What follows belongs to an exercise in optimizing a design on an open flow for small area, a short achievable clock period and few clock cycles per item; a production flow would make more cautious choices.
Only simulation tests tie the RTL to the original design; equivalence was not proved.
Power and IR drop assume default switching activity.

==> flow/design.v (excerpt) <==
module processor (clock, reset, instr, pc, bus, bus_valid, exit);
Size: ~170 flip-flops, roughly 42 I/O pins, about 0.0083 mm² of cells after synthesis.
clock: 7.0 ns
lec_check: 0
cap_margin: 20
core_margin: 2
core_utilization: 55
cts_buf_list: sky130_fd_sc_hd__clkbuf_4 sky130_fd_sc_hd__clkbuf_8
setup_slack_margin: 3.5
slew_margin: 20
synth_hierarchical: 1
synth_minimum_keep_size: 0
run.sh (not shown) runs the stock make flow with config.mk's settings and CLKGATE_MAP_FILE= SYNTH_SCRIPT=/design/flow/synth_recipe.tcl, a recipe that flattens the netlist after the stock synthesis.
Testbench counts at the start, summed over its fixed seeds: cycles 45,298, instructions 43,963.
Edit:
==> flow/flow/run.sh (new file) <==
#!/bin/bash
# Standard layout (the standard.sh, unchanged synthesis and steps), with
# one change: the buffers placed on the ports are sky130_fd_sc_hd__buf_1
# instead of the default cell the port-buffering step picks.
# The make output goes to standard.log; each ORFS step keeps its own log
# under orfs/logs/.
set -euo pipefail
export BUFFER_PORTS_ARGS="-buffer_cell sky130_fd_sc_hd__buf_1"
bash standard.sh > standard.log 2>&1
==> flow/standard.sh (new file) <==
#!/bin/bash
# synth_recipe.tcl (not shown) runs the flow's synth.tcl, then flattens the netlist and writes it again
# the make line also repeats each setting of config.mk as NAME=value (left out here)
make -C /OpenROAD-flow-scripts/flow DESIGN_CONFIG=/design/flow/config.mk WORK_HOME=/design/flow/orfs CLKGATE_MAP_FILE= SYNTH_SCRIPT=/design/flow/synth_recipe.tcl "${@:-finish}"
removed: flow/run.sh
Outcome:
- clock power increases by 17%
- routed wire length decreases by about 2.2%
- global-route usage decreases by 0.81 points
- sequential cell count does not change

Another version of the RTL of processor (not shown whole).
Size: about 710 cells after synthesis, about 190 flip-flops, ~42 I/O pins, ~9100 sq um of cells after synthesis.
clock: 7.0 ns
lec_check: 0
cap_margin: 20
core_margin: 2
core_utilization: 55
cts_buf_list: sky130_fd_sc_hd__clkbuf_4 sky130_fd_sc_hd__clkbuf_8
setup_slack_margin: 4.1
slew_margin: 20
synth_hierarchical: 1
synth_minimum_keep_size: 0
standard.sh (not shown) runs the stock make flow with config.mk's settings and CLKGATE_MAP_FILE= SYNTH_SCRIPT=/design/flow/synth_recipe.tcl, a recipe that flattens the netlist after the stock synthesis.
==> flow/flow/run.sh <==
#!/bin/bash
# Standard layout (the standard.sh, unchanged synthesis and steps), with
# one change: the buffers placed on the ports are sky130_fd_sc_hd__buf_1
# instead of the default cell the port-buffering step picks.
# The make output goes to standard.log; each ORFS step keeps its own log
# under orfs/logs/.
set -euo pipefail
export BUFFER_PORTS_ARGS="-buffer_cell sky130_fd_sc_hd__buf_1"
bash standard.sh > standard.log 2>&1
The baseline finished clean.
Testbench counts at the start, summed over its fixed seeds: cycles 45,298, instructions 43,963.
Rerun with:
SETUP_SLACK_MARGIN = 4.0   (was 4.1)
What happened:
- worst hold slack gets better by 0.0063 ns
- clock-buffer cell count does not change
- routed wire length came out lower by 3.9%
- via count came out lower by 2.3%
- final cell count came out lower by 2.3%
Rerun with:
==> flow/flow/run.sh (replaced) <==
#!/bin/bash
set -euo pipefail
export BUFFER_PORTS_ARGS="-buffer_cell sky130_fd_sc_hd__buf_1"
export CTS_ARGS="-sink_clustering_enable -repair_clock_nets -buf_list {sky130_fd_sc_hd__clkbuf_4 sky130_fd_sc_hd__clkbuf_8} -dont_use_dummy_load"
bash standard.sh > standard.log 2>&1
SETUP_SLACK_MARGIN = 4.2   (was 4.0)
What happened:
- die area is unchanged
- setup slack improves by 0.12 ns
- critical path depth rises by 1
- fmax goes up by 4.1%
- design area increases by 7.5%
Rerun with:
==> flow/flow/run.sh (replaced) <==
#!/bin/bash
# Standard layout (the standard.sh, unchanged synthesis and steps), with
# one change: the buffers placed on the ports are sky130_fd_sc_hd__buf_1
# instead of the default cell the port-buffering step picks.
# The make output goes to standard.log; each ORFS step keeps its own log
# under orfs/logs/.
set -euo pipefail
export BUFFER_PORTS_ARGS="-buffer_cell sky130_fd_sc_hd__buf_1"
bash standard.sh > standard.log 2>&1
GPL_ROUTABILITY_DRIVEN = 0   (was unset)
SETUP_SLACK_MARGIN = 4.0   (was 4.2)
Effect: The new run produced a clean layout; final area decreases by 7.0%; core utilization decreases by 4.6 points; sequential cell count is unchanged; global-route usage decreases by 0.51 points; non-clock buffer count decreases by 46.

## the baseline
Starting RTL as in the previous note.
Settings: LEC_CHECK=0, CAP_MARGIN=20, CORE_MARGIN=2, CORE_UTILIZATION=55, CTS_BUF_LIST=sky130_fd_sc_hd__clkbuf_4 sky130_fd_sc_hd__clkbuf_8, SETUP_SLACK_MARGIN=4.0, SLEW_MARGIN=20, SYNTH_HIERARCHICAL=1, SYNTH_MINIMUM_KEEP_SIZE=0; clock period 7.0 ns.
==> flow/flow/run.sh <==
#!/bin/bash
set -euo pipefail
export BUFFER_PORTS_ARGS="-buffer_cell sky130_fd_sc_hd__buf_1"
export CTS_ARGS="-sink_clustering_enable -repair_clock_nets -buf_list {sky130_fd_sc_hd__clkbuf_4 sky130_fd_sc_hd__clkbuf_8} -dont_use_dummy_load"
bash standard.sh > standard.log 2>&1
Testbench counts of the baseline, summed over its fixed seeds: cycles 45,298, instructions 43,963.
Edits applied to the flow inputs when going from the baseline to the candidate:
- CORE_UTILIZATION: 55 -> 45
Notes after the runs:
Post-placement cell area sits higher in the candidate than in the baseline.
Setup slack after placement (lower): the candidate
Comparing the candidate with the baseline, the latest clock arrival within the worst-skew pair came out essentially unchanged.
Taking the baseline as the reference, in the candidate final design area excluding fillers decreased by 31 um2 relative to the old numbers, global-route usage decreased by 5.4 points relative to the old numbers, via count of the routed design decreased by 1.2% relative to the old numbers.

## static timing again, ports no longer ideal
In the flow no input, the clock included, has a driving cell. The finished layouts below were timed again as built, in two steps.
Step 1 assumes that a clkbuf_16 drives the clock port and a buf_2 every other input.
Step 2, shift: input delay + t, output delay - t, t = (earliest + latest rising clock arrival at the registers) / 2. This alone moves slack from input paths to output paths.
a / b / c = ideal ports / drivers / drivers and shift; a / b = the first two.
run | shift t [ns] | setup WS [ns] | worst hold slack (ns)
the first run of note 1 | 0.504 | 3.477 / 3.438 / 3.174 | 0.515 / 0.515 / 0.515
the second run of note 1 | 0.506 | 3.637 / 3.597 / 3.471 | 0.512 / 0.512 / 0.512
the first run of note 2 | 0.502 | 4.145 / 4.149 / 3.649 | 0.508 / 0.508 / 0.508
the second run of note 2 | 0.497 | 4.094 / 4.087 / 3.612 | 0.514 / 0.514 / 0.514
the third run of note 2 | 0.494 | 4.209 / 4.209 / 3.736 | 0.447 / 0.447 / 0.447
the fourth run of note 2 | 0.497 | 4.094 / 4.087 / 3.612 | 0.514 / 0.514 / 0.514
the baseline | 0.485 | 4.059 / 4.059 / 3.600 | 0.508 / 0.508 / 0.508
the candidate | 0.499 | 3.977 / 3.994 / 3.495 | 0.496 / 0.496 / 0.496
After both steps every run listed still meets setup and hold. The setup slack of the first run of note 2, which loses most, moves by +0.004 ns with the drivers and by -0.496 ns with both steps.
